From an optimization exercise on the open Yosys and OpenROAD flow, aimed at a short achievable clock period and few clock cycles per item; shortcuts taken in it are not production practice.
No run shown here included a check of the RTL's function; only the layout flow was run.
Power and IR drop assume default switching activity.

## flow/design.v

```verilog
module hart #(
    parameter RESET_ADDR = 32'h00000000
) (
    input  wire        i_clk,
    input  wire        i_rst,
    output wire [31:0] o_imem_raddr,
    input  wire [31:0] i_imem_rdata,
    output wire [31:0] o_dmem_addr,
    output wire        o_dmem_ren,
    output wire        o_dmem_wen,
    output wire [31:0] o_dmem_wdata,
    output wire [ 3:0] o_dmem_mask,
    input  wire [31:0] i_dmem_rdata,
    output wire        o_retire_valid,
    output wire [31:0] o_retire_inst,
    output wire        o_retire_trap,
    output wire        o_retire_halt,
    output wire [ 4:0] o_retire_rs1_raddr,
    output wire [ 4:0] o_retire_rs2_raddr,
    output wire [31:0] o_retire_rs1_rdata,
    output wire [31:0] o_retire_rs2_rdata,
    output wire [ 4:0] o_retire_rd_waddr,
    output wire [31:0] o_retire_rd_wdata,
    output wire [31:0] o_retire_pc,
    output wire [31:0] o_retire_next_pc
);
    localparam [6:0] OP_LUI    = 7'b0110111;
    localparam [6:0] OP_AUIPC  = 7'b0010111;
    localparam [6:0] OP_JAL    = 7'b1101111;
    localparam [6:0] OP_JALR   = 7'b1100111;
    localparam [6:0] OP_BRANCH = 7'b1100011;
    localparam [6:0] OP_LOAD   = 7'b0000011;
    localparam [6:0] OP_STORE  = 7'b0100011;
    localparam [6:0] OP_IMM    = 7'b0010011;
    localparam [6:0] OP_REG    = 7'b0110011;
    reg  [31:2] pc_f;
    reg  [31:2] pc_o;          
    reg         v_x;
    reg  [31:0] ir_x;
    reg  [31:2] pc_x;
    reg  [31:2] pcp4_x;
    reg  [31:0] imm_x;         
    reg         ptk_x;         
    reg  [31:0] a_x, b_x, s_x;
    reg         sel_pc4_x, sel_add_x, sel_and_x, sel_or_x, sel_xor_x;
    reg         sel_sll_x, sel_srl_x, sel_slt_x;
    reg         sub_x, uns_x, arith_x;
    reg         use1_x;
    reg         br_x, jal_x, jalr_x, ld_x, st_x, wr_x, ill_x, halt_x;
    reg  [2:0]  f3_x;
    reg  [4:0]  rd_x, rs1a_x, rs2a_x;
    reg         v_m;
    reg         ld_m, wr_m, trap_m, halt_m;
    reg  [2:0]  f3_m;
    reg  [1:0]  off_m;
    reg  [4:0]  rd_m;
    reg  [31:0] res_m;
    reg  [31:2] addr_m;
    reg  [31:0] wdata_m;
    reg  [3:0]  mask_m;
    reg         ren_m, wen_m;
    reg  [31:0] ir_m, rs1d_m, rs2d_m;
    reg  [31:2] pc_m, npc_m;
    reg  [4:0]  rs1a_m, rs2a_m;
    reg         v_w;
    reg         trap_w, halt_w;
    reg  [4:0]  rd_w;
    reg  [31:0] res_w;         
    reg  [31:0] res_o;         
    reg         we_w;          
    reg  [31:0] ir_w, rs1d_w, rs2d_w;
    reg  [31:2] pc_w, npc_w;
    reg  [4:0]  rs1a_w, rs2a_w, rdwa_w;
    reg         dead;
    reg         btb_v   [0:15];
    reg  [11:6] btb_tag [0:15];    
    reg  [15:2] btb_tgt [0:15];    
    wire [3:0]  f_idx  = pc_f[5:2];
    wire        f_hit  = btb_v[f_idx] && (btb_tag[f_idx] == pc_f[11:6]);
    wire [31:2] f_ptgt = {pc_f[31:16], btb_tgt[f_idx]};
    assign o_imem_raddr = {pc_o, 2'b00};
    wire [31:0] ir  = i_imem_rdata;
    wire [6:0] d_op  = ir[6:0];
    wire [2:0] d_f3  = ir[14:12];
    wire [6:0] d_f7  = ir[31:25];
    wire [4:0] d_rs1 = ir[19:15];
    wire [4:0] d_rs2 = ir[24:20];
    wire [4:0] d_rd  = ir[11:7];
    wire d_lui   = d_op == OP_LUI;
    wire d_auipc = d_op == OP_AUIPC;
    wire d_jal   = d_op == OP_JAL;
    wire d_jalr  = d_op == OP_JALR;
    wire d_br    = d_op == OP_BRANCH;
    wire d_ld    = d_op == OP_LOAD;
    wire d_st    = d_op == OP_STORE;
    wire d_opi   = d_op == OP_IMM;
    wire d_opr   = d_op == OP_REG;
    wire d_halt  = ir == 32'h00100073;
    wire d_f7z   = d_f7 == 7'b0000000;
    wire d_f7s   = d_f7 == 7'b0100000;
    wire d_ill =
        d_opr   ? !(d_f7z || (d_f7s && (d_f3 == 3'b000 || d_f3 == 3'b101))) :
        d_opi   ? ((d_f3 == 3'b001) && !d_f7z) ||
                  ((d_f3 == 3'b101) && !d_f7z && !d_f7s) :
        d_ld    ? (d_f3 == 3'b011) || (d_f3 == 3'b110) || (d_f3 == 3'b111) :
        d_st    ? (d_f3[2] || d_f3[1:0] == 2'b11) :
        d_br    ? (d_f3[2:1] == 2'b01) :
        d_jalr  ? (d_f3 != 3'b000) :
        (d_jal || d_lui || d_auipc) ? 1'b0 :
        !d_halt;
    wire d_use1 = d_opr | d_opi | d_ld | d_st | d_br | d_jalr;
    wire d_use2 = d_opr | d_st | d_br;
    wire d_wr   = d_opr | d_opi | d_ld | d_jal | d_jalr | d_lui | d_auipc;
    wire [31:0] imm_i = {{20{ir[31]}}, ir[31:20]};
    wire [31:0] imm_s = {{20{ir[31]}}, ir[31:25], ir[11:7]};
    wire [31:0] imm_b = {{20{ir[31]}}, ir[7], ir[30:25], ir[11:8], 1'b0};
    wire [31:0] imm_j = {{12{ir[31]}}, ir[19:12], ir[20], ir[30:21], 1'b0};
    wire [31:0] imm_u = {ir[31:12], 12'd0};
    wire        rf_we;
    wire [31:0] rf_r1, rf_r2;
    rf u_rf (
        .clk    (i_clk),
        .rst    (i_rst),
        .wen    (rf_we),
        .waddr  (rd_w),
        .wdata  (res_w),
        .raddr1 (d_rs1),
        .raddr2 (d_rs2),
        .rdata1 (rf_r1),
        .rdata2 (rf_r2)
    );
    wire nz1  = d_rs1 != 5'd0;
    wire nz2  = d_rs2 != 5'd0;
    wire x_w1 = v_x & wr_x & (rd_x == d_rs1);
    wire x_w2 = v_x & wr_x & (rd_x == d_rs2);
    wire m_w1 = v_m & wr_m & (rd_m == d_rs1);
    wire m_w2 = v_m & wr_m & (rd_m == d_rs2);
    wire w_w1 = we_w & (rd_w == d_rs1);
    wire w_w2 = we_w & (rd_w == d_rs2);
    wire [31:0] x_res, m_res;
    wire [31:0] d_r1 = (nz1 & x_w1) ? x_res : (nz1 & m_w1) ? m_res :
                       (nz1 & w_w1) ? res_w : rf_r1;
    wire [31:0] d_r2 = (nz2 & x_w2) ? x_res : (nz2 & m_w2) ? m_res :
                       (nz2 & w_w2) ? res_w : rf_r2;
    wire        f_static = d_jal | (d_br & ir[31]);
    wire [11:0] fb_lo;
    wire [19:0] fj_lo;
    ks_add #(.W(11)) u_fb (.a(pc_f[12:2]), .b(imm_b[12:2]), .cin(1'b0),
                           .sum(fb_lo[10:0]), .cout(fb_lo[11]));
    ks_add #(.W(19)) u_fj (.a(pc_f[20:2]), .b(imm_j[20:2]), .cin(1'b0),
                           .sum(fj_lo[18:0]), .cout(fj_lo[19]));
    wire [31:13] pcb_p1 = pc_f[31:13] + 19'd1;
    wire [31:13] pcb_m1 = pc_f[31:13] - 19'd1;
    wire [31:21] pcj_p1 = pc_f[31:21] + 11'd1;
    wire [31:21] pcj_m1 = pc_f[31:21] - 11'd1;
    wire [31:13] fb_hi = (fb_lo[11] == ir[31]) ? pc_f[31:13] :
                         fb_lo[11] ? pcb_p1 : pcb_m1;
    wire [31:21] fj_hi = (fj_lo[19] == ir[31]) ? pc_f[31:21] :
                         fj_lo[19] ? pcj_p1 : pcj_m1;
    wire [31:2]  f_stgt = d_jal ? {fj_hi, fj_lo[18:0]} : {fb_hi, fb_lo[10:0]};
    wire [31:2] f_next   = f_hit ? f_ptgt : f_static ? f_stgt : pc_f + 30'd1;
    wire stall = ld_x & ((d_use1 & nz1 & x_w1) | (d_use2 & nz2 & x_w2));
    wire [31:0] xa = a_x;
    wire [31:0] xb = b_x;
    wire [31:0] xs = s_x;
    wire [31:0] x_sum, x_alu;
    wire        x_eq, x_lt;
    alu u_alu (
        .i_a        (xa),
        .i_b        (xb),
        .i_sub      (sub_x),
        .i_unsigned (uns_x),
        .i_arith    (arith_x),
        .i_sel_add  (sel_add_x),
        .i_sel_and  (sel_and_x),
        .i_sel_or   (sel_or_x),
        .i_sel_xor  (sel_xor_x),
        .i_sel_sll  (sel_sll_x),
        .i_sel_srl  (sel_srl_x),
        .i_sel_slt  (sel_slt_x),
        .o_sum      (x_sum),
        .o_result   (x_alu),
        .o_eq       (x_eq),
        .o_lt       (x_lt)
    );
    assign x_res = x_alu | ({32{sel_pc4_x}} & {pcp4_x, 2'b00});
    wire [31:1] x_tgt;
    wire        x_tgt_c;
    ks_add #(.W(30)) u_tgt (.a(pc_x), .b(imm_x[31:2]), .cin(1'b0),
                            .sum(x_tgt[31:2]), .cout(x_tgt_c));
    assign x_tgt[1] = imm_x[1];
    reg x_cond;
    always @(*) begin
        case (f3_x)
            3'b000:  x_cond = x_eq;
            3'b001:  x_cond = !x_eq;
            3'b100:  x_cond = x_lt;
            3'b101:  x_cond = !x_lt;
            3'b110:  x_cond = x_lt;
            default: x_cond = !x_lt;
        endcase
    end
    wire x_taken = br_x & x_cond;
    wire x_jump  = x_taken | jal_x;
    wire x_mem = ld_x | st_x;
    wire x_misal = x_mem & ((f3_x[1:0] == 2'b01 && x_sum[0]) ||
                            (f3_x[1:0] == 2'b10 && x_sum[1:0] != 2'b00));
    wire x_trap = ill_x | x_misal | (x_jump & x_tgt[1]) | (jalr_x & x_sum[1]);
    wire [31:2] tk_a = pc_x, tk_b = imm_x[31:2], tk_c = pc_f;
    wire [31:2] tk_k = (tk_a & tk_b) | ((tk_a ^ tk_b) & ~tk_c);
    wire x_tok   = (tk_a ^ tk_b ^ tk_c) == {tk_k[30:2], 1'b0};
    wire x_redir = v_x & (jalr_x | (x_jump ? !(ptk_x & x_tok) : ptk_x));
    wire [31:2] x_npc = jalr_x ? x_sum[31:2] : x_jump ? x_tgt[31:2] : pcp4_x;
    wire x_flush = x_redir | (v_x & (x_trap | halt_x));
    reg [3:0] x_mask;
    always @(*) begin
        case (f3_x[1:0])
            2'b00:   x_mask = 4'b0001 << x_sum[1:0];
            2'b01:   x_mask = x_sum[1] ? 4'b1100 : 4'b0011;
            default: x_mask = 4'b1111;
        endcase
    end
    wire [31:0] x_wdata = (f3_x[1:0] == 2'b00) ? {4{xs[7:0]}} :
                          (f3_x[1:0] == 2'b01) ? {2{xs[15:0]}} : xs;
    reg         btb_we, btb_clr;
    reg  [3:0]  btb_idx;
    reg  [11:6] btb_wtag;
    reg  [15:2] btb_wtgt;
    always @(posedge i_clk) begin
        btb_we   <= v_x & x_jump;
        btb_clr  <= v_x & ptk_x & !x_jump;
        btb_idx  <= pc_x[5:2];
        btb_wtag <= pc_x[11:6];
        btb_wtgt <= x_tgt[15:2];
    end
    assign o_dmem_addr  = {addr_m, 2'b00};
    assign o_dmem_ren   = ren_m;
    assign o_dmem_wen   = wen_m;
    assign o_dmem_wdata = wdata_m;
    assign o_dmem_mask  = mask_m;
    wire [31:0] m_sh = i_dmem_rdata >> {off_m, 3'b000};
    wire [31:0] m_ld =
        (f3_m[1:0] == 2'b00) ? {{24{~f3_m[2] & m_sh[7]}},  m_sh[7:0]}  :
        (f3_m[1:0] == 2'b01) ? {{16{~f3_m[2] & m_sh[15]}}, m_sh[15:0]} :
                               i_dmem_rdata;
    assign m_res = ld_m ? m_ld : res_m;
    assign rf_we = we_w;
    assign o_retire_valid     = v_w;
    assign o_retire_inst      = ir_w;
    assign o_retire_trap      = trap_w;
    assign o_retire_halt      = halt_w;
    assign o_retire_rs1_raddr = rs1a_w;
    assign o_retire_rs2_raddr = rs2a_w;
    assign o_retire_rs1_rdata = rs1d_w;
    assign o_retire_rs2_rdata = rs2d_w;
    assign o_retire_rd_waddr  = rdwa_w;
    assign o_retire_rd_wdata  = res_o;
    assign o_retire_pc        = {pc_w, 2'b00};
    assign o_retire_next_pc   = {npc_w, 2'b00};
    integer k;
    always @(posedge i_clk) begin
        if (i_rst) begin
            for (k = 0; k < 16; k = k + 1)
                btb_v[k] <= 1'b0;
        end else if (btb_we) begin
            btb_v[btb_idx] <= 1'b1;
        end else if (btb_clr) begin
            btb_v[btb_idx] <= 1'b0;
        end
    end
    always @(posedge i_clk) begin
        if (btb_we) begin
            btb_tag[btb_idx] <= btb_wtag;
            btb_tgt[btb_idx] <= btb_wtgt;
        end
    end
    always @(posedge i_clk) begin
        if (i_rst)
            pc_f <= RESET_ADDR[31:2];
        else if (x_flush)
            pc_f <= x_npc;
        else if (!stall)
            pc_f <= f_next;
    end
    always @(posedge i_clk) begin
        if (i_rst)
            pc_o <= RESET_ADDR[31:2];
        else if (x_flush)
            pc_o <= x_npc;
        else if (stall)
            pc_o <= pc_f;
        else
            pc_o <= f_next;
    end
    always @(posedge i_clk) begin
        if (i_rst)
            v_x <= 1'b0;
        else
            v_x <= !stall & !x_flush & !dead;
        if (i_rst)
            dead <= 1'b0;
        else if (v_x & (x_trap | halt_x))
            dead <= 1'b1;
    end
    always @(posedge i_clk) begin
        ir_x    <= ir;
        pc_x    <= pc_f;
        pcp4_x  <= pc_f + 30'd1;
        imm_x   <= d_jal ? imm_j : imm_b;
        ptk_x   <= f_hit | f_static;
        a_x     <= d_use1 ? d_r1 : d_auipc ? {pc_f, 2'b00} : 32'd0;
        b_x     <= d_use2 & !d_st ? d_r2 :
                   d_st ? imm_s : (d_lui | d_auipc) ? imm_u : imm_i;
        s_x     <= d_use2 ? d_r2 : 32'd0;
        sel_pc4_x <= d_jal | d_jalr;
        sel_add_x <= d_ld | d_st | d_lui | d_auipc |
                     (d_opr & d_f3 == 3'b000) | (d_opi & d_f3 == 3'b000);
        sel_and_x <= (d_opr | d_opi) & d_f3 == 3'b111;
        sel_or_x  <= (d_opr | d_opi) & d_f3 == 3'b110;
        sel_xor_x <= (d_opr | d_opi) & d_f3 == 3'b100;
        sel_sll_x <= (d_opr | d_opi) & d_f3 == 3'b001;
        sel_srl_x <= (d_opr | d_opi) & d_f3 == 3'b101;
        sel_slt_x <= (d_opr | d_opi) & d_f3[2:1] == 2'b01;
        sub_x     <= d_opr & d_f7[5] & d_f3 == 3'b000;
        uns_x     <= d_br ? d_f3[1] : d_f3[0];
        arith_x   <= d_f7[5];
        use1_x  <= d_use1;
        br_x    <= d_br;
        jal_x   <= d_jal;
        jalr_x  <= d_jalr;
        ld_x    <= d_ld;
        st_x    <= d_st;
        wr_x    <= d_wr & (d_rd != 5'd0);
        ill_x   <= d_ill;
        halt_x  <= d_halt;
        f3_x    <= d_f3;
        rd_x    <= d_rd;
        rs1a_x  <= d_use1 ? d_rs1 : 5'd0;
        rs2a_x  <= d_use2 ? d_rs2 : 5'd0;
    end
    always @(posedge i_clk) begin
        if (i_rst) begin
            v_m   <= 1'b0;
            ren_m <= 1'b0;
            wen_m <= 1'b0;
        end else begin
            v_m   <= v_x;
            ren_m <= v_x & ld_x & !x_trap;
            wen_m <= v_x & st_x & !x_trap;
        end
        ld_m    <= ld_x;
        wr_m    <= wr_x & !x_trap;
        trap_m  <= x_trap;
        halt_m  <= halt_x;
        f3_m    <= f3_x;
        off_m   <= x_sum[1:0];
        rd_m    <= rd_x;
        res_m   <= x_res;
        addr_m  <= x_sum[31:2];
        wdata_m <= x_wdata;
        mask_m  <= x_mask;
        ir_m    <= ir_x;
        rs1d_m  <= use1_x ? xa : 32'd0;
        rs2d_m  <= xs;
        rs1a_m  <= rs1a_x;
        rs2a_m  <= rs2a_x;
        pc_m    <= pc_x;
        npc_m   <= x_npc;
    end
    always @(posedge i_clk) begin
        if (i_rst) begin
            v_w  <= 1'b0;
            we_w <= 1'b0;
        end else begin
            v_w  <= v_m;
            we_w <= v_m & wr_m;
        end
        if (wr_m)
            res_w <= m_res;
        res_o  <= m_res;
        trap_w <= trap_m;
        halt_w <= halt_m;
        rd_w   <= rd_m;
        rdwa_w <= wr_m ? rd_m : 5'd0;
        ir_w   <= ir_m;
        rs1d_w <= rs1d_m;
        rs2d_w <= rs2d_m;
        rs1a_w <= rs1a_m;
        rs2a_w <= rs2a_m;
        pc_w   <= pc_m;
        npc_w  <= npc_m;
    end
endmodule
`default_nettype wire
`default_nettype none
module ks_add #(
    parameter W = 32
) (
    input  wire [W-1:0] a,
    input  wire [W-1:0] b,
    input  wire         cin,
    output wire [W-1:0] sum,
    output wire         cout
);
    localparam L = $clog2(W);
    wire [W-1:0] g [0:L];
    wire [W-1:0] p [0:L];
    assign g[0] = (a & b) | {{(W-1){1'b0}}, (a[0] ^ b[0]) & cin};
    assign p[0] = a ^ b;
    genvar l, i;
    generate
        for (l = 0; l < L; l = l + 1) begin : lvl
            for (i = 0; i < W; i = i + 1) begin : bt
                if (i >= (1 << l)) begin : comb
                    assign g[l+1][i] = g[l][i] | (p[l][i] & g[l][i-(1<<l)]);
                    assign p[l+1][i] = p[l][i] & p[l][i-(1<<l)];
                end else begin : ps
                    assign g[l+1][i] = g[l][i];
                    assign p[l+1][i] = p[l][i];
                end
            end
        end
    endgenerate
    assign sum  = p[0] ^ {g[L][W-2:0], cin};
    assign cout = g[L][W-1];
endmodule
module alu (
    input  wire [31:0] i_a,
    input  wire [31:0] i_b,
    input  wire        i_sub,       
    input  wire        i_unsigned,  
    input  wire        i_arith,     
    input  wire        i_sel_add,
    input  wire        i_sel_and,
    input  wire        i_sel_or,
    input  wire        i_sel_xor,
    input  wire        i_sel_sll,
    input  wire        i_sel_srl,
    input  wire        i_sel_slt,
    output wire [31:0] o_sum,       
    output wire [31:0] o_result,
    output wire        o_eq,
    output wire        o_lt
);
    wire unused_c;
    ks_add #(.W(32)) u_add (
        .a    (i_a),
        .b    (i_sub ? ~i_b : i_b),
        .cin  (i_sub),
        .sum  (o_sum),
        .cout (unused_c)
    );
    wire [31:0] nb = ~i_b;
    wire        lt_c;
    wire [31:0] lt_s;
    ks_add #(.W(32)) u_cmp (
        .a    ({i_a[31] ^ ~i_unsigned, i_a[30:0]}),
        .b    ({nb[31] ^ ~i_unsigned, nb[30:0]}),
        .cin  (1'b1),
        .sum  (lt_s),
        .cout (lt_c)
    );
    assign o_lt = !lt_c;
    assign o_eq = (i_a == i_b);
    wire [31:0] sll = i_a << i_b[4:0];
    wire [31:0] srl = $signed({i_arith & i_a[31], i_a}) >>> i_b[4:0];
    assign o_result = ({32{i_sel_add}} & o_sum) |
                      ({32{i_sel_and}} & (i_a & i_b)) |
                      ({32{i_sel_or}}  & (i_a | i_b)) |
                      ({32{i_sel_xor}} & (i_a ^ i_b)) |
                      ({32{i_sel_sll}} & sll) |
                      ({32{i_sel_srl}} & srl) |
                      {31'd0, i_sel_slt & o_lt};
endmodule
`default_nettype wire
`default_nettype none
module rf (
    input  wire        clk,
    input  wire        rst,
    input  wire        wen,
    input  wire [4:0]  waddr,
    input  wire [31:0] wdata,
    input  wire [4:0]  raddr1,
    input  wire [4:0]  raddr2,
    output wire [31:0] rdata1,
    output wire [31:0] rdata2
);
    reg [31:0] mem [1:31];
    integer i;
    always @(posedge clk) begin
        if (rst) begin
            for (i = 1; i < 32; i = i + 1)
                mem[i] <= 32'd0;
        end else if (wen && (waddr != 5'd0)) begin
            mem[waddr] <= wdata;
        end
    end
    reg [31:0] r1, r2;
    always @(*) begin
        r1 = 32'd0;
        r2 = 32'd0;
        for (i = 1; i < 32; i = i + 1) begin
            r1 = r1 | ({32{raddr1 == i[4:0]}} & mem[i]);
            r2 = r2 | ({32{raddr2 == i[4:0]}} & mem[i]);
        end
    end
    assign rdata1 = r1;
    assign rdata2 = r2;
endmodule
`default_nettype wire
```

## flow/standard.sh

```bash
#!/bin/bash
# synth_recipe.tcl (not shown) runs the flow's synth.tcl, then flattens the netlist and writes it again
# the make line also repeats each setting of config.mk as NAME=value (left out here)
make -C /OpenROAD-flow-scripts/flow DESIGN_CONFIG=/design/flow/config.mk WORK_HOME=/design/flow/orfs CLKGATE_MAP_FILE= SYNTH_SCRIPT=/design/flow/synth_recipe.tcl "${@:-finish}"
```

## flow/constraint.sdc

```tcl
create_clock -name core_clock -period 11.5 [get_ports {i_clk}]
set_input_delay 2.3000 -clock core_clock [delete_from_list [all_inputs] [get_ports {i_clk}]]
set_output_delay 2.3000 -clock core_clock [all_outputs]
set_load 0.01 [all_outputs]
```

## flow/flow/run.sh

```bash
#!/bin/bash
set -euo pipefail
bash standard.sh SETUP_SLACK_MARGIN=8 finish > standard_flow.log 2>&1
```

## flow/config.mk

```make
export PLATFORM = sky130hd
export DESIGN_NAME = hart
export DESIGN_NICKNAME = hart
export VERILOG_FILES = /design/flow/design.v
export SDC_FILE = /design/flow/constraint.sdc
export NUM_CORES = 8
export LEC_CHECK = 0
export CAP_MARGIN = 20
export CORE_MARGIN = 2
export CORE_UTILIZATION = 60
export SLEW_MARGIN = 20
```

==> results.py, run 1 <==
metrics = {
    "synthesis": {
        "postSynthCellCount": 8229,
        "yosysWarningCount": 6,
        "avgSynthCellArea_um2": 11.8,
        "top_reg_cell_synth": "sky130_fd_sc_hd__edfxtp_1",
        "yosys_register_bits": 2115,
        "synth-seq-area-share": 0.574,
        "postSynth.asyncResetShare": 0,
        "synth-edff-count": 1360,
        "syn-cell-area_um2": 97500,
        "yosys.cell_types.count": 89,
    },
    "cts": {
        "cts_sinks": 2115,
        "h-tree-depth": 4,
        "tritoncts.num_buffers": 206,
        "max-clock-path-buffers": 3,
        "clock-root-buffer": "sky130_fd_sc_hd__clkbuf_16",
    },
    "floorplan": {
        "fp-row-count": 147,
        "die_height_um": 407,
        "fp.dieW_um": 407,
        "initial_core_util": 0.606,
        "num_io_pins": 378,
    },
    "outcome": {
        "toolErrorMsg": "[ERROR GRT-0232] Routing congestion too high. Check the congestion heatmap in the GUI.",
        "haltStage": "global routing",
        "status": "stopped before the end",
    },
    "global_routing": {
        "global_route.usage.total": 0.711,
        "grt_remaining_overflow": 11,
        "maximum_number_of_pins_on_one_net_before_global_route_repair": 54,
    },
    "placed_design": {
        "placement.io_buffers": 369,
        "inst_count_dp": 10400,
        "preCtsSetupSlack_ns": 3.97,
        "gpl.final_weighted_congestion": 1.08,
        "placed_cell_area_um2": 106000,
        "place_hpwl_um": 279000,
    },
}
worst max path at each step:
stage	end	slack [ns]	depth (start not counted)
CTS	pc_f[31]	5.97	22
detailed placement	pc_f[31]	3.97	21
global placement	pc_f[31]	3.95	21
floorplan	pc_f[31]	5.40	20
kinds of logic after synthesis:
family,share of synthesized area
AND/OR/NAND/NOR,0.141
flip-flops,0.574
AO/OA/AOI/OAI,0.148
buffers and inverters,0.0335
multiplexers,0.0513
adder cells (fa/ha/maj),0.0336
XOR/XNOR,0.0190
other,0.0000385
through the flow:
| step | util | hold slack [ns] |
|---|---|---|
| after floorplan | - | 0.310 |
| after global placement | 0.657 | 0.311 |
| after detailed placement | 0.657 | 0.312 |
| after CTS | 0.785 | 0.310 |
metal layers:
layer / GRT overflow / global-route usage
met4: 5 / 0.631
met2: 2 / 0.824
met5: 0 / 0.491
met3: 4 / 0.579
met1: 0 / 0.753
power by group through the flow:
stage / Clock [W] / Combinational (W) / Sequential (W)
3_5_place_dp: 0 / 0.00183 / 0.00880
3_3_place_gp: 0 / 0.00182 / 0.00879
2_1_floorplan: 0 / 0.00107 / 0.00867
4_1_cts: 0.00702 / 0.00229 / 0.00863
Yosys cell counts, drive strengths merged, types with 17 or more instances:
cell,count,area share
mux4,155,0.036
and2,1074,0.069
o2111ai,22,0.0020
nor2,461,0.018
o21ai,272,0.014
ha,206,0.026
a21o,62,0.0048
xnor2,112,0.010
o21bai,17,0.0013
or3,28,0.0018
buf,105,0.0053
nand4,161,0.010
a31oi,33,0.0022
a21oi,254,0.013
nor4,25,0.0018
a22oi,695,0.054
nor3,92,0.0047
nand2,349,0.013
o211ai,43,0.0033
dfxtp,755,0.16
o221ai,42,0.0038
fa,35,0.0072
nand4b,26,0.0023
nor2b,39,0.0025
a221o,32,0.0033
o31ai,23,0.0018
mux2i,110,0.011
edfxtp,1360,0.42
and3,32,0.0021
a222oi,64,0.0066
xor2,99,0.0089
mux2,36,0.0042
or2,20,0.0013
a22o,121,0.011
nand3,135,0.0069
a221oi,136,0.012
inv,181,0.0070
o21a,27,0.0021
a211oi,49,0.0038
clkbuf,547,0.021
nand2b,29,0.0019
repair_timing:
item                                     CTS
pin swaps                                363
buffers inserted                         638
gates cloned                              82
hold buffers                               0
resized for setup                       3007
endpoints found under the setup margin  1879
==> inputs of run 2 (changes only) <==
--- a/flow/design.v
+++ b/flow/design.v
@@ -35,6 +35,7 @@
     localparam [6:0] OP_REG    = 7'b0110011;
     reg  [31:2] pc_f;
-    reg  [31:2] pc_o;          
+    reg  [31:2] pc_on;         
     reg         v_x;
+    reg         rp_x;          
     reg  [31:0] ir_x;
     reg  [31:2] pc_x;
@@ -61,5 +62,6 @@
     reg         ren_m, wen_m;
     reg  [31:0] ir_m, rs1d_m, rs2d_m;
-    reg  [31:2] pc_m, npc_m;
+    reg  [31:2] pc_m, tgt_m;
+    reg         jump_m, jalr_m;
     reg  [4:0]  rs1a_m, rs2a_m;
     reg         v_w;
@@ -73,4 +75,5 @@
     reg  [4:0]  rs1a_w, rs2a_w, rdwa_w;
     reg         dead;
+    wire        m_stop;
     reg         btb_v   [0:15];
     reg  [11:6] btb_tag [0:15];    
@@ -79,5 +82,5 @@
     wire        f_hit  = btb_v[f_idx] && (btb_tag[f_idx] == pc_f[11:6]);
     wire [31:2] f_ptgt = {pc_f[31:16], btb_tgt[f_idx]};
-    assign o_imem_raddr = {pc_o, 2'b00};
+    assign o_imem_raddr = {~pc_on, 2'b00};
     wire [31:0] ir  = i_imem_rdata;
     wire [6:0] d_op  = ir[6:0];
@@ -139,8 +142,14 @@
     wire w_w2 = we_w & (rd_w == d_rs2);
     wire [31:0] x_res, m_res;
-    wire [31:0] d_r1 = (nz1 & x_w1) ? x_res : (nz1 & m_w1) ? m_res :
-                       (nz1 & w_w1) ? res_w : rf_r1;
-    wire [31:0] d_r2 = (nz2 & x_w2) ? x_res : (nz2 & m_w2) ? m_res :
-                       (nz2 & w_w2) ? res_w : rf_r2;
+    wire rf1 = !(nz1 & (x_w1 | m_w1 | w_w1));
+    wire rf2 = !(nz2 & (x_w2 | m_w2 | w_w2));
+    wire [31:0] d_o1 = x_w1 ? x_res : m_w1 ? m_res : res_w;
+    wire [31:0] d_o2 = x_w2 ? x_res : m_w2 ? m_res : res_w;
+    wire [31:0] d_ra = !d_use1 ? (d_auipc ? {pc_f, 2'b00} : 32'd0) : d_o1;
+    wire [31:0] d_rb = !(d_use2 & !d_st) ? (d_st ? imm_s : (d_lui | d_auipc) ? imm_u : imm_i) : d_o2;
+    wire [31:0] d_rs = !d_use2 ? 32'd0 : d_o2;
+    wire d_sa = d_use1 & rf1;
+    wire d_sb = d_use2 & !d_st & rf2;
+    wire d_ss = d_use2 & rf2;
     wire        f_static = d_jal | (d_br & ir[31]);
     wire [11:0] fb_lo;
@@ -159,6 +168,6 @@
                          fj_lo[19] ? pcj_p1 : pcj_m1;
     wire [31:2]  f_stgt = d_jal ? {fj_hi, fj_lo[18:0]} : {fb_hi, fb_lo[10:0]};
-    wire [31:2] f_next   = f_hit ? f_ptgt : f_static ? f_stgt : pc_f + 30'd1;
-    wire stall = ld_x & ((d_use1 & nz1 & x_w1) | (d_use2 & nz2 & x_w2));
+    wire [31:2] f_next   = f_hit ? f_ptgt : pc_f + 30'd1;
+    wire f_wait = ld_x & ((d_use1 & nz1 & x_w1) | (d_use2 & nz2 & x_w2));
     wire [31:0] xa = a_x;
     wire [31:0] xb = b_x;
@@ -206,5 +215,6 @@
     wire x_misal = x_mem & ((f3_x[1:0] == 2'b01 && x_sum[0]) ||
                             (f3_x[1:0] == 2'b10 && x_sum[1:0] != 2'b00));
-    wire x_trap = ill_x | x_misal | (x_jump & x_tgt[1]) | (jalr_x & x_sum[1]);
+    wire x_strap = ill_x | x_misal | (jal_x & imm_x[1]) | (jalr_x & x_sum[1]);
+    wire x_trap  = x_strap | (x_taken & imm_x[1]);
     wire [31:2] tk_a = pc_x, tk_b = imm_x[31:2], tk_c = pc_f;
     wire [31:2] tk_k = (tk_a & tk_b) | ((tk_a ^ tk_b) & ~tk_c);
@@ -245,4 +255,5 @@
                                i_dmem_rdata;
     assign m_res = ld_m ? m_ld : res_m;
+    assign m_stop = dead | (v_m & (trap_m | halt_m));
     assign rf_we = we_w;
     assign o_retire_valid     = v_w;
@@ -280,25 +291,30 @@
         else if (x_flush)
             pc_f <= x_npc;
-        else if (!stall)
+        else if (rp_x)
+            pc_f <= pc_x;
+        else
             pc_f <= f_next;
     end
     always @(posedge i_clk) begin
         if (i_rst)
-            pc_o <= RESET_ADDR[31:2];
+            pc_on <= ~RESET_ADDR[31:2];
         else if (x_flush)
-            pc_o <= x_npc;
-        else if (stall)
-            pc_o <= pc_f;
+            pc_on <= ~x_npc;
+        else if (rp_x)
+            pc_on <= ~pc_x;
         else
-            pc_o <= f_next;
+            pc_on <= ~f_next;
     end
     always @(posedge i_clk) begin
-        if (i_rst)
-            v_x <= 1'b0;
-        else
-            v_x <= !stall & !x_flush & !dead;
+        if (i_rst) begin
+            v_x  <= 1'b0;
+            rp_x <= 1'b0;
+        end else begin
+            v_x  <= !x_flush & !rp_x & !m_stop & !f_wait;
+            rp_x <= !x_flush & !rp_x & !m_stop & f_wait;
+        end
         if (i_rst)
             dead <= 1'b0;
-        else if (v_x & (x_trap | halt_x))
+        else if (m_stop)
             dead <= 1'b1;
     end
@@ -308,9 +324,8 @@
         pcp4_x  <= pc_f + 30'd1;
         imm_x   <= d_jal ? imm_j : imm_b;
-        ptk_x   <= f_hit | f_static;
-        a_x     <= d_use1 ? d_r1 : d_auipc ? {pc_f, 2'b00} : 32'd0;
-        b_x     <= d_use2 & !d_st ? d_r2 :
-                   d_st ? imm_s : (d_lui | d_auipc) ? imm_u : imm_i;
-        s_x     <= d_use2 ? d_r2 : 32'd0;
+        ptk_x   <= f_hit;
+        a_x     <= d_sa ? rf_r1 : d_ra;
+        b_x     <= d_sb ? rf_r2 : d_rb;
+        s_x     <= d_ss ? rf_r2 : d_rs;
         sel_pc4_x <= d_jal | d_jalr;
         sel_add_x <= d_ld | d_st | d_lui | d_auipc |
@@ -346,9 +361,9 @@
         end else begin
             v_m   <= v_x;
-            ren_m <= v_x & ld_x & !x_trap;
-            wen_m <= v_x & st_x & !x_trap;
+            ren_m <= v_x & ld_x & !ill_x & !x_misal;
+            wen_m <= v_x & st_x & !ill_x & !x_misal;
         end
         ld_m    <= ld_x;
-        wr_m    <= wr_x & !x_trap;
+        wr_m    <= wr_x & !x_strap;    
         trap_m  <= x_trap;
         halt_m  <= halt_x;
@@ -366,5 +381,7 @@
         rs2a_m  <= rs2a_x;
         pc_m    <= pc_x;
-        npc_m   <= x_npc;
+        tgt_m   <= x_tgt[31:2];
+        jump_m  <= x_jump;
+        jalr_m  <= jalr_x;
     end
     always @(posedge i_clk) begin
@@ -389,5 +406,5 @@
         rs2a_w <= rs2a_m;
         pc_w   <= pc_m;
-        npc_w  <= npc_m;
+        npc_w  <= jalr_m ? addr_m : jump_m ? tgt_m : pc_m + 30'd1;
     end
 endmodule
@@ -496,15 +513,6 @@
         end
     end
-    reg [31:0] r1, r2;
-    always @(*) begin
-        r1 = 32'd0;
-        r2 = 32'd0;
-        for (i = 1; i < 32; i = i + 1) begin
-            r1 = r1 | ({32{raddr1 == i[4:0]}} & mem[i]);
-            r2 = r2 | ({32{raddr2 == i[4:0]}} & mem[i]);
-        end
-    end
-    assign rdata1 = r1;
-    assign rdata2 = r2;
+    assign rdata1 = (raddr1 == 5'd0) ? 32'd0 : mem[raddr1];
+    assign rdata2 = (raddr2 == 5'd0) ? 32'd0 : mem[raddr2];
 endmodule
 `default_nettype wire
--- a/flow/config.mk
+++ b/flow/config.mk
@@ -8,4 +8,4 @@
 export CAP_MARGIN = 20
 export CORE_MARGIN = 2
-export CORE_UTILIZATION = 60
+export CORE_UTILIZATION = 45
 export SLEW_MARGIN = 20
==> results.py, run 2 <==
metrics = {
    "outcome": {
        "status": "timing/DRC/antenna clean",
    },
    "global_routing": {
        "grt_pass1_wl_um": 603000,
        "grt_pass1_vias": 72900,
        "maximum_number_of_pins_on_one_net_before_global_route_repair": 65,
        "grt_remaining_overflow": 0,
        "global_route.usage.total": 0.372,
        "initial_antenna_violation_count": 38,
    },
    "sta": {
        "setup_viol": 0,
        "hold_viol_final": 0,
        "final.setup_skew_ns": 0.0734,
        "worst_slew_margin_rel": 0.189,
        "finalCriticalPeriod_ns": 4.36,
        "max_slew.worst_pin.slew_ns": 1.22,
        "rsz0062_at_grt": "yes",
        "finalMaxSlewViolations": 0,
        "whs_ns": 0.320,
        "layout_worst_path_cycle_share": 0.379,
        "max_freq_mhz": 230,
        "timing.setup.tns_ns": 0,
    },
    "cts": {
        "post_cts_hold_buffer_count": 0,
        "cts_tree": "done",
        "tritoncts.num_buffers": 226,
        "max-clock-path-buffers": 3,
        "cts_sinks": 2162,
        "clk_latency_ns": 0.90,
        "h-tree-depth": 4,
        "clk_pin_slew_worst_paths_ns": 0.06,
        "clock-root-buffer": "sky130_fd_sc_hd__clkbuf_16",
    },
    "placed_design": {
        "place_hpwl_um": 252000,
        "gpl.final_weighted_congestion": 1.00,
        "placement.io_buffers": 369,
        "inst_count_dp": 10500,
    },
    "setup_path": {
        "r2r-end": "pc_f[15]",
        "cp-end-kind": "flop",
        "required_ns": 12.25,
        "critPathKind": "flop to flop",
        "cp-start-kind": "flop",
        "critPathLaunch": "a_x[30]",
        "worst-r2r-setup-slack_ns": 7.14,
        "worst_r2r_startpoint": "a_x[30]",
        "timing.reg2reg.worst_path_depth": 15,
        "worstPathMaxFanout": 6,
        "worstPathArrival_ns": 5.11,
    },
    "synthesis": {
        "top_reg_cell_synth": "sky130_fd_sc_hd__edfxtp_1",
        "synth_largest_area_cell": "sky130_fd_sc_hd__edfxtp_1",
        "synth-edff-count": 1392,
        "synth_top_cells_by_area": "sky130_fd_sc_hd__edfxtp_1, sky130_fd_sc_hd__mux4_2, sky130_fd_sc_hd__dfxtp_1, sky130_fd_sc_hd__and2_1, sky130_fd_sc_hd__mux2i_1",
        "synth_top_area_frac": 0.404,
        "postSynth.asyncResetShare": 0,
        "post-synth-top-count-cell": "sky130_fd_sc_hd__edfxtp_1",
        "yosysWarningCount": 6,
        "syn-cell-area_um2": 103000,
        "synth-seq-area-share": 0.554,
        "yosys_register_bits": 2162,
        "avgSynthCellArea_um2": 13.6,
        "postSynthCellCount": 7578,
        "yosys.cell_types.count": 88,
        "yosys-top-cells-count": "sky130_fd_sc_hd__edfxtp_1, sky130_fd_sc_hd__and2_1, sky130_fd_sc_hd__mux4_2",
    },
    "hold_path": {
        "min_delay_path_depth": 0,
        "end_point_of_the_worst_hold_path": "rs1d_w[0]",
        "hp-start": "rs1d_m[0]",
        "hp-class": "flop to flop",
    },
    "layout": {
        "largest-register": "u_rf.mem",
        "layout.filler_cells": 17400,
        "largest_register_ffs": 1024,
        "biggestRegsByFlops": "u_rf.mem: 1024 flops, btb_tgt: 224 flops, btb_tag: 96 flops",
        "area.sequential_um2": 57700,
        "layout.nets": 8703,
        "finish.utilization": 0.586,
        "area_used_by_multi_input_combinational_logic_um2": 48000,
        "most_common_library_cell_in_the_layout_ignoring_fill_and_taps": "sky130_fd_sc_hd__edfxtp_1",
        "synthToLayoutAreaGrowth_pct": 29.2,
        "drive_gt1_frac": 0.385,
        "final_cell_mix": "sky130_fd_sc_hd__edfxtp_1, sky130_fd_sc_hd__and2_1, sky130_fd_sc_hd__mux4_2",
        "layout.cells.non_filler": 11700,
    },
    "floorplan": {
        "fp-row-count": 175,
        "core_region_area_um2": 228000,
        "die_height_um": 483,
        "initial_core_util": 0.453,
        "num_io_pins": 378,
        "fp.dieW_um": 483,
        "die_area_um2": 233000,
    },
    "routing": {
        "drt.antenna.violating_nets": 0,
        "detailroute.via_count": 76200,
        "routed_via_density": 6.52,
        "drt-wirelength-per-cell_um": 38.2,
        "drt-initial-drc-count": 11400,
        "routed_wl_um": 446000,
        "drt_pre_antenna_iters": 8,
        "detailed_route_drc_error_count": 0,
    },
    "pwr": {
        "power.combinational.fraction": 0.141,
        "cell_internal_pwr_w": 0.0139,
        "power.ir.vdd_worst_mv": 0.123,
        "seqPwrFrac": 0.467,
        "power_switching_w": 0.00500,
        "sw_frac_of_total": 0.265,
        "cellLeakagePower_nw": 50.6,
        "cellPowerDensity_nw_per_um2": 141,
        "power.clock.fraction": 0.392,
    },
    "flow_run": {
        "max_cap_viol_count": 0,
    },
}
## run 2: cell types whose count changed after synthesis, moves of 95 or more
cell                       before  now
sky130_fd_sc_hd__a221oi_1     136   24
sky130_fd_sc_hd__a22o_1       121   12
sky130_fd_sc_hd__a22oi_1      695   35
sky130_fd_sc_hd__mux2i_1      110  205
sky130_fd_sc_hd__mux4_2       155  778
sky130_fd_sc_hd__nand4_1      161   30
## run 2: metrics by stage
stage          worst slack (ns)  total power (W)  instance area (um2)
2_1_floorplan              7.15           0.0101               106000
3_3_place_gp               4.90           0.0109               111000
3_5_place_dp               4.85           0.0109               111000
4_1_cts                    7.22           0.0187               130000
5_1_grt                    7.14           0.0193               133000
6_report                   7.14           0.0189               133000
## run 2: what timing repair did
action | in CTS | in global routing
resized for setup | 2684 | 494
pin swaps | 159 | 142
setup endpoints to repair | 2270 | 1329
buffers inserted | 406 | 115
hold endpoints to repair | 0 | 0
cloned | 136 | 13
## run 2: cells by family (layout without fill, tap and decap cells)
family	Yosys count	count (layout)	synth area share
compound gates	994	994	0.0626
xor+xnor	224	224	0.0190
mux	1050	1050	0.197
flops	2162	2162	0.554
fa+ha+maj	191	191	0.0254
buf+inv	815	1804	0.0306
simple gates	2141	2177	0.112
other cells	1	65	0.0000363
## run 2: critical path, stage by stage (launching register included)
cell                       delay, ns
sky130_fd_sc_hd__dfxtp_4        0.45
sky130_fd_sc_hd__inv_4          0.06
sky130_fd_sc_hd__ha_4           0.22
sky130_fd_sc_hd__or4_4          0.56
sky130_fd_sc_hd__or4_4          0.58
sky130_fd_sc_hd__buf_6          0.15
sky130_fd_sc_hd__o41ai_4        0.27
sky130_fd_sc_hd__a211oi_4       0.15
sky130_fd_sc_hd__or4b_1         0.51
sky130_fd_sc_hd__a21o_1         0.22
sky130_fd_sc_hd__o21ai_4        0.26
sky130_fd_sc_hd__buf_6          0.17
sky130_fd_sc_hd__buf_6          0.10
sky130_fd_sc_hd__nor2_4         0.05
sky130_fd_sc_hd__buf_8          0.19
sky130_fd_sc_hd__a32o_1         0.26
## run 2: how the worst max path moves through the flow
stage               end  cells after the start
2_1_floorplan   s_x[26]                     10
5_1_grt        pc_on[2]                     16
6_report       pc_f[15]                     15
4_1_cts        pc_f[15]                     14
3_5_place_dp     a_x[3]                      7
3_3_place_gp     a_x[3]                      7
## run 2: final cells by class
cell class,count,share of cell area
repair inverters,1,0.0000656
multi-input cells,4676,0.360
inverters,206,0.00622
flip-flops and latches,2162,0.432
well taps,3009,0.0282
diodes,25,0.000469
clock inverters,112,0.00812
repair buffers,1173,0.117
clock buffers,312,0.0479
## run 2: power groups by stage
| stage | clock (W) | sequential [W] | combinational, W |
|---|---|---|---|
| after floorplan | 0 | 0.00881 | 0.00128 |
| after global placement | 0 | 0.00896 | 0.00193 |
| after detailed placement | 0 | 0.00898 | 0.00193 |
| after CTS | 0.00745 | 0.00880 | 0.00247 |
| after global routing | 0.00775 | 0.00882 | 0.00272 |
| final | 0.00741 | 0.00881 | 0.00267 |
## run 2: routing by layer
metal  wire length (um)  GRT usage  vias up
met5                 53          0        -
met4              39000      0.262        8
met3              49600     0.0888     1548
met2             199000      0.571     5795
met1             159000      0.466    38700
li1                   -          -    30100
==> inputs of run 3 (changes only) <==
--- a/flow/design.v
+++ b/flow/design.v
@@ -37,5 +37,4 @@
     reg  [31:2] pc_on;         
     reg         v_x;
-    reg         rp_x;          
     reg  [31:0] ir_x;
     reg  [31:2] pc_x;
@@ -121,5 +120,5 @@
     wire [31:0] imm_u = {ir[31:12], 12'd0};
     wire        rf_we;
-    wire [31:0] rf_r1, rf_r2;
+    wire [31:0] rf_r1l, rf_r1h, rf_r2l, rf_r2h;
     rf u_rf (
         .clk    (i_clk),
@@ -130,6 +129,8 @@
         .raddr1 (d_rs1),
         .raddr2 (d_rs2),
-        .rdata1 (rf_r1),
-        .rdata2 (rf_r2)
+        .rdata1_lo (rf_r1l),
+        .rdata1_hi (rf_r1h),
+        .rdata2_lo (rf_r2l),
+        .rdata2_hi (rf_r2h)
     );
     wire nz1  = d_rs1 != 5'd0;
@@ -169,5 +170,5 @@
     wire [31:2]  f_stgt = d_jal ? {fj_hi, fj_lo[18:0]} : {fb_hi, fb_lo[10:0]};
     wire [31:2] f_next   = f_hit ? f_ptgt : pc_f + 30'd1;
-    wire f_wait = ld_x & ((d_use1 & nz1 & x_w1) | (d_use2 & nz2 & x_w2));
+    wire stall = ld_x & ((d_use1 & nz1 & x_w1) | (d_use2 & nz2 & x_w2));
     wire [31:0] xa = a_x;
     wire [31:0] xb = b_x;
@@ -220,7 +221,19 @@
     wire [31:2] tk_k = (tk_a & tk_b) | ((tk_a ^ tk_b) & ~tk_c);
     wire x_tok   = (tk_a ^ tk_b ^ tk_c) == {tk_k[30:2], 1'b0};
-    wire x_redir = v_x & (jalr_x | (x_jump ? !(ptk_x & x_tok) : ptk_x));
-    wire [31:2] x_npc = jalr_x ? x_sum[31:2] : x_jump ? x_tgt[31:2] : pcp4_x;
-    wire x_flush = x_redir | (v_x & (x_trap | halt_x));
+    wire x_ok = ptk_x & x_tok;           
+    wire [31:2] f_keep  = stall ? ~pc_on : f_next;
+    wire [31:2] f_keepn = stall ? pc_f : f_next;
+    wire [31:2] n_t = x_ok ? f_next : x_tgt[31:2];    
+    wire [31:2] n_n = ptk_x ? pcp4_x : f_next;        
+    wire o_keep = !v_x | !(jalr_x | (jal_x & !x_ok) | (!jal_x & ptk_x));
+    wire [31:2] n_r = jalr_x ? x_sum[31:2] :          
+                      (jal_x & !x_ok) ? x_tgt[31:2] : pcp4_x;
+    wire x_br = v_x & br_x;
+    wire [31:2] pc_next  = x_br ? (x_cond ? n_t : n_n) : o_keep ? f_keep  : n_r;
+    wire [31:2] pc_nextn = x_br ? (x_cond ? n_t : n_n) : o_keep ? f_keepn : n_r;
+    wire fl_t = ill_x | !x_ok | imm_x[1];
+    wire fl_n = ill_x | ptk_x;
+    wire fl_o = v_x & (x_strap | halt_x | jalr_x | (jal_x ? !x_ok : ptk_x));
+    wire x_flush = x_br ? (x_cond ? fl_t : fl_n) : fl_o;
     reg [3:0] x_mask;
     always @(*) begin
@@ -287,31 +300,17 @@
     end
     always @(posedge i_clk) begin
-        if (i_rst)
-            pc_f <= RESET_ADDR[31:2];
-        else if (x_flush)
-            pc_f <= x_npc;
-        else if (rp_x)
-            pc_f <= pc_x;
-        else
-            pc_f <= f_next;
+        if (i_rst) begin
+            pc_f  <= RESET_ADDR[31:2];
+            pc_on <= ~RESET_ADDR[31:2];
+        end else begin
+            pc_f  <= pc_next;
+            pc_on <= ~pc_nextn;
+        end
     end
     always @(posedge i_clk) begin
         if (i_rst)
-            pc_on <= ~RESET_ADDR[31:2];
-        else if (x_flush)
-            pc_on <= ~x_npc;
-        else if (rp_x)
-            pc_on <= ~pc_x;
+            v_x <= 1'b0;
         else
-            pc_on <= ~f_next;
-    end
-    always @(posedge i_clk) begin
-        if (i_rst) begin
-            v_x  <= 1'b0;
-            rp_x <= 1'b0;
-        end else begin
-            v_x  <= !x_flush & !rp_x & !m_stop & !f_wait;
-            rp_x <= !x_flush & !rp_x & !m_stop & f_wait;
-        end
+            v_x <= !x_flush & !m_stop & !stall;
         if (i_rst)
             dead <= 1'b0;
@@ -325,7 +324,10 @@
         imm_x   <= d_jal ? imm_j : imm_b;
         ptk_x   <= f_hit;
-        a_x     <= d_sa ? rf_r1 : d_ra;
-        b_x     <= d_sb ? rf_r2 : d_rb;
-        s_x     <= d_ss ? rf_r2 : d_rs;
+        a_x     <= ({32{d_sa & !d_rs1[4]}} & rf_r1l) | ({32{d_sa & d_rs1[4]}} & rf_r1h) |
+                   ({32{!d_sa}} & d_ra);
+        b_x     <= ({32{d_sb & !d_rs2[4]}} & rf_r2l) | ({32{d_sb & d_rs2[4]}} & rf_r2h) |
+                   ({32{!d_sb}} & d_rb);
+        s_x     <= ({32{d_ss & !d_rs2[4]}} & rf_r2l) | ({32{d_ss & d_rs2[4]}} & rf_r2h) |
+                   ({32{!d_ss}} & d_rs);
         sel_pc4_x <= d_jal | d_jalr;
         sel_add_x <= d_ld | d_st | d_lui | d_auipc |
@@ -500,6 +502,8 @@
     input  wire [4:0]  raddr1,
     input  wire [4:0]  raddr2,
-    output wire [31:0] rdata1,
-    output wire [31:0] rdata2
+    output wire [31:0] rdata1_lo,    
+    output wire [31:0] rdata1_hi,    
+    output wire [31:0] rdata2_lo,
+    output wire [31:0] rdata2_hi
 );
     reg [31:0] mem [1:31];
@@ -513,6 +517,21 @@
         end
     end
-    assign rdata1 = (raddr1 == 5'd0) ? 32'd0 : mem[raddr1];
-    assign rdata2 = (raddr2 == 5'd0) ? 32'd0 : mem[raddr2];
+    reg [31:0] r1l, r1h, r2l, r2h;
+    always @(*) begin
+        r1l = 32'd0;
+        r1h = mem[16] & {32{raddr1[3:0] == 4'd0}};
+        r2l = 32'd0;
+        r2h = mem[16] & {32{raddr2[3:0] == 4'd0}};
+        for (i = 1; i < 16; i = i + 1) begin
+            r1l = r1l | ({32{raddr1[3:0] == i[3:0]}} & mem[i]);
+            r1h = r1h | ({32{raddr1[3:0] == i[3:0]}} & mem[i+16]);
+            r2l = r2l | ({32{raddr2[3:0] == i[3:0]}} & mem[i]);
+            r2h = r2h | ({32{raddr2[3:0] == i[3:0]}} & mem[i+16]);
+        end
+    end
+    assign rdata1_lo = r1l;
+    assign rdata1_hi = r1h;
+    assign rdata2_lo = r2l;
+    assign rdata2_hi = r2h;
 endmodule
 `default_nettype wire
==> results.py, run 3 <==
metrics = {
    "layout": {
        "drive_gt1_frac": 0.326,
        "layout.filler_cells": 17200,
        "area_used_by_multi_input_combinational_logic_um2": 47100,
        "most_common_library_cell_in_the_layout_ignoring_fill_and_taps": "sky130_fd_sc_hd__edfxtp_1",
        "layout.nets": 9989,
        "area.sequential_um2": 56700,
        "synthToLayoutAreaGrowth_pct": 34.7,
        "final_cell_mix": "sky130_fd_sc_hd__edfxtp_1, sky130_fd_sc_hd__and2_1, sky130_fd_sc_hd__buf_4",
        "biggestRegsByFlops": "u_rf.mem: 992 flops, btb_tgt: 224 flops, btb_tag: 96 flops",
        "largest_register_ffs": 992,
        "finish.utilization": 0.611,
        "largest-register": "u_rf.mem",
    },
    "synthesis": {
        "yosys_register_bits": 2129,
        "postSynthCellCount": 8720,
        "synth-edff-count": 1360,
        "synth_top_area_frac": 0.409,
        "avgSynthCellArea_um2": 11.4,
        "synth_largest_area_cell": "sky130_fd_sc_hd__edfxtp_1",
        "synth_top_cells_by_area": "sky130_fd_sc_hd__edfxtp_1, sky130_fd_sc_hd__dfxtp_1, sky130_fd_sc_hd__and2_1, sky130_fd_sc_hd__a22oi_1, sky130_fd_sc_hd__mux4_2",
        "yosys.cell_types.count": 91,
        "post-synth-top-count-cell": "sky130_fd_sc_hd__edfxtp_1",
        "syn-cell-area_um2": 99800,
        "synth-seq-area-share": 0.564,
        "top_reg_cell_synth": "sky130_fd_sc_hd__edfxtp_1",
        "yosysWarningCount": 6,
        "postSynth.asyncResetShare": 0,
        "yosys-top-cells-count": "sky130_fd_sc_hd__edfxtp_1, sky130_fd_sc_hd__and2_1, sky130_fd_sc_hd__dfxtp_1",
    },
    "sta": {
        "hold_viol_final": 0,
        "finalCriticalPeriod_ns": 4.22,
        "max_slew.worst_pin.slew_ns": 1.23,
        "rsz0062_at_grt": "yes",
        "timing.setup.tns_ns": 0,
        "max_freq_mhz": 237,
        "final.setup_skew_ns": 0.0748,
        "worst_slew_margin_rel": 0.177,
        "setup_viol": 0,
        "finalMaxSlewViolations": 0,
        "layout_worst_path_cycle_share": 0.367,
    },
    "cts": {
        "tritoncts.num_buffers": 218,
        "clock-root-buffer": "sky130_fd_sc_hd__clkbuf_16",
        "cts_tree": "done",
        "h-tree-depth": 4,
        "max-clock-path-buffers": 3,
        "cts_sinks": 2129,
        "clk_pin_slew_worst_paths_ns": 0.06,
        "clk_latency_ns": 0.98,
    },
    "setup_path": {
        "required_ns": 12.30,
        "worstPathCellList": "buf_8 > buf_12 > buf_12 > nand2b_4 > nor2_4 > buf_12 > buf_16 > a221oi_2 > nand4_1 > a311o_1",
        "crit_slowest_cell": "sky130_fd_sc_hd__nand4_1",
        "critical_path.max_stage_delay_ns": 0.85,
        "cp-start-kind": "input port",
        "most_frequent_cell_on_the_critical_path": "sky130_fd_sc_hd__buf_12",
        "worstPathArrival_ns": 5.02,
        "critPathKind": "input port to flop",
        "cp-end-kind": "flop",
        "worstPathMaxFanout": 17,
    },
    "pwr": {
        "cellLeakagePower_nw": 50.8,
        "cell_internal_pwr_w": 0.0132,
        "sw_frac_of_total": 0.271,
        "power.combinational.fraction": 0.116,
        "seqPwrFrac": 0.474,
        "power.ir.vdd_worst_mv": 0.184,
        "power.total_w": 0.0181,
        "cellPowerDensity_nw_per_um2": 134,
        "power.clock.fraction": 0.410,
        "power_switching_w": 0.00489,
    },
    "floorplan": {
        "fp.dieW_um": 475,
        "die_height_um": 475,
        "fp-row-count": 172,
        "die_area_um2": 225000,
        "core_region_area_um2": 220000,
        "initial_core_util": 0.454,
        "num_io_pins": 378,
    },
    "hold_path": {
        "hp-class": "flop to flop",
    },
    "routing": {
        "drt-initial-drc-count": 18400,
        "drt_pre_antenna_iters": 12,
        "detailroute.via_count": 92000,
        "routed_via_density": 7.12,
        "drt-wirelength-per-cell_um": 42.7,
        "drt.antenna.violating_nets": 0,
        "routed_wl_um": 551000,
        "detailed_route_drc_error_count": 0,
    },
    "global_routing": {
        "global_route.usage.total": 0.473,
        "global_route.usage.met2": 0.656,
        "met3_usage": 0.222,
        "grt_remaining_overflow": 0,
        "grtUsageMet1": 0.543,
        "top_usage_layer": "met2",
        "grt_pass1_wl_um": 726000,
        "grt_pass1_vias": 84900,
        "initial_antenna_violation_count": 68,
        "maximum_number_of_pins_on_one_net_before_global_route_repair": 66,
    },
    "placed_design": {
        "place_hpwl_um": 300000,
        "placement.io_buffers": 369,
        "gpl.final_weighted_congestion": 0.997,
    },
    "outcome": {
        "status": "timing/DRC/antenna clean",
    },
    "flow_run": {
        "max_cap_viol_count": 0,
    },
}
-- run 3: per-layer routing --
metal | vias to the layer above | routed length (um)
li1 | 35000 | -
met1 | 44300 | 180000
met2 | 9545 | 222000
met3 | 3157 | 87300
met4 | 40 | 61500
met5 | - | 988
-- run 3: logic make-up after synthesis --
group | after synthesis | share of synthesized area
xor gates and xnor gates | 219 | 0.0192
DFF | 2129 | 0.564
AOI/OAI and AO/OA | 2292 | 0.165
buffers and inverters | 941 | 0.0369
adders and majority gates | 195 | 0.0268
other | 1 | 0.0000376
and+or+nand+nor | 2610 | 0.140
muxes | 333 | 0.0486
-- run 3: path summary, 6_finish.rpt --
kind | from | to | slack (ns) | depth (start not counted)
setup / recovery | i_imem_rdata[15] | a_x[26] | 7.28 | 10
hold / removal | rs1a_m[4] | rs1a_w[4] | 0.30 | 0
setup reg to reg | sel_sll_x | b_x[1] | 7.44 | 8
hold reg to reg | rs1a_m[4] | rs1a_w[4] | 0.30 | 0
-- run 3: power by group through the flow --
| stage | sequential [W] | combinational [W] | clock (W) |
|---|---|---|---|
| 2_1_floorplan | 0.00861 | 0.000758 | 0 |
| 3_3_place_gp | 0.00871 | 0.00141 | 0 |
| 3_5_place_dp | 0.00871 | 0.00142 | 0 |
| 4_1_cts | 0.00854 | 0.00186 | 0.00736 |
| 5_1_grt | 0.00856 | 0.00209 | 0.00768 |
| 6_report | 0.00856 | 0.00210 | 0.00740 |
-- run 3: critical path, delay by kind of cell --
kind                   cells  cell delay (ns)
buffers and inverters      5             0.76
AND/OR/NAND/NOR            3             1.04
AO/OA/AOI/OAI              2             0.89
-- run 3: metrics by stage --
step	hold slack (ns)	area [um2]	setup slack, ns	std cells
floorplan	0.310	102000	7.21	8727
CTS	0.295	129000	7.56	12700
global placement	0.310	108000	4.61	11600
global route	0.300	134000	7.46	12900
detailed placement	0.312	109000	5.04	11600
finish	0.300	134000	7.28	12900
-- run 3: repair_timing --
action / 4_1_cts / 5_1_grt
hold buffers: 0 / 0
gates cloned: 113 / 16
setup endpoints to repair: 2584 / 1504
buffers inserted: 517 / 167
gates resized for setup: 3087 / 623
pin swaps: 339 / 242
-- run 3: layout make-up --
type,instances,share of cell area
well taps,2958,0.0275
flip-flops and latches,2129,0.422
repair buffers,1470,0.136
repair inverters,4,0.000484
inverters,235,0.00748
clock inverters,120,0.00979
clock buffers,290,0.0449
diodes,49,0.000913
multi-input cells,5670,0.351

re-timing with driven ports:
Ports are ideal in the flow. The routed layouts listed here were re-timed in OpenROAD. Step 1 sets driving cells, clkbuf_16 on the clock port and buf_2 on the other inputs (assumed; they add their load-dependent delay and slew). Step 2 adds t to the input delays and takes it off the output delays; t is the mean of the earliest and latest rising clock arrival at the registers after step 1. Input paths then give back, and output paths get back, about the clock's delay inside the block. a / b / c = ideal / step 1 / step 2; a / b = the first two.
run	shift t [ns]	setup WS [ns]	hold WS [ns]	clock arrival spread, ns
run 2	0.965	7.145 / 7.145 / 6.311	0.320 / 0.320 / 0.320	0.076 / 0.076
run 3	1.056	7.280 / 7.354 / 6.298	0.300 / 0.300 / 0.300	0.076 / 0.076
After both steps every run listed still meets setup and hold. For run 3, which loses most, drivers alone change the setup slack by +0.074 ns; drivers and shift together by -0.982 ns.
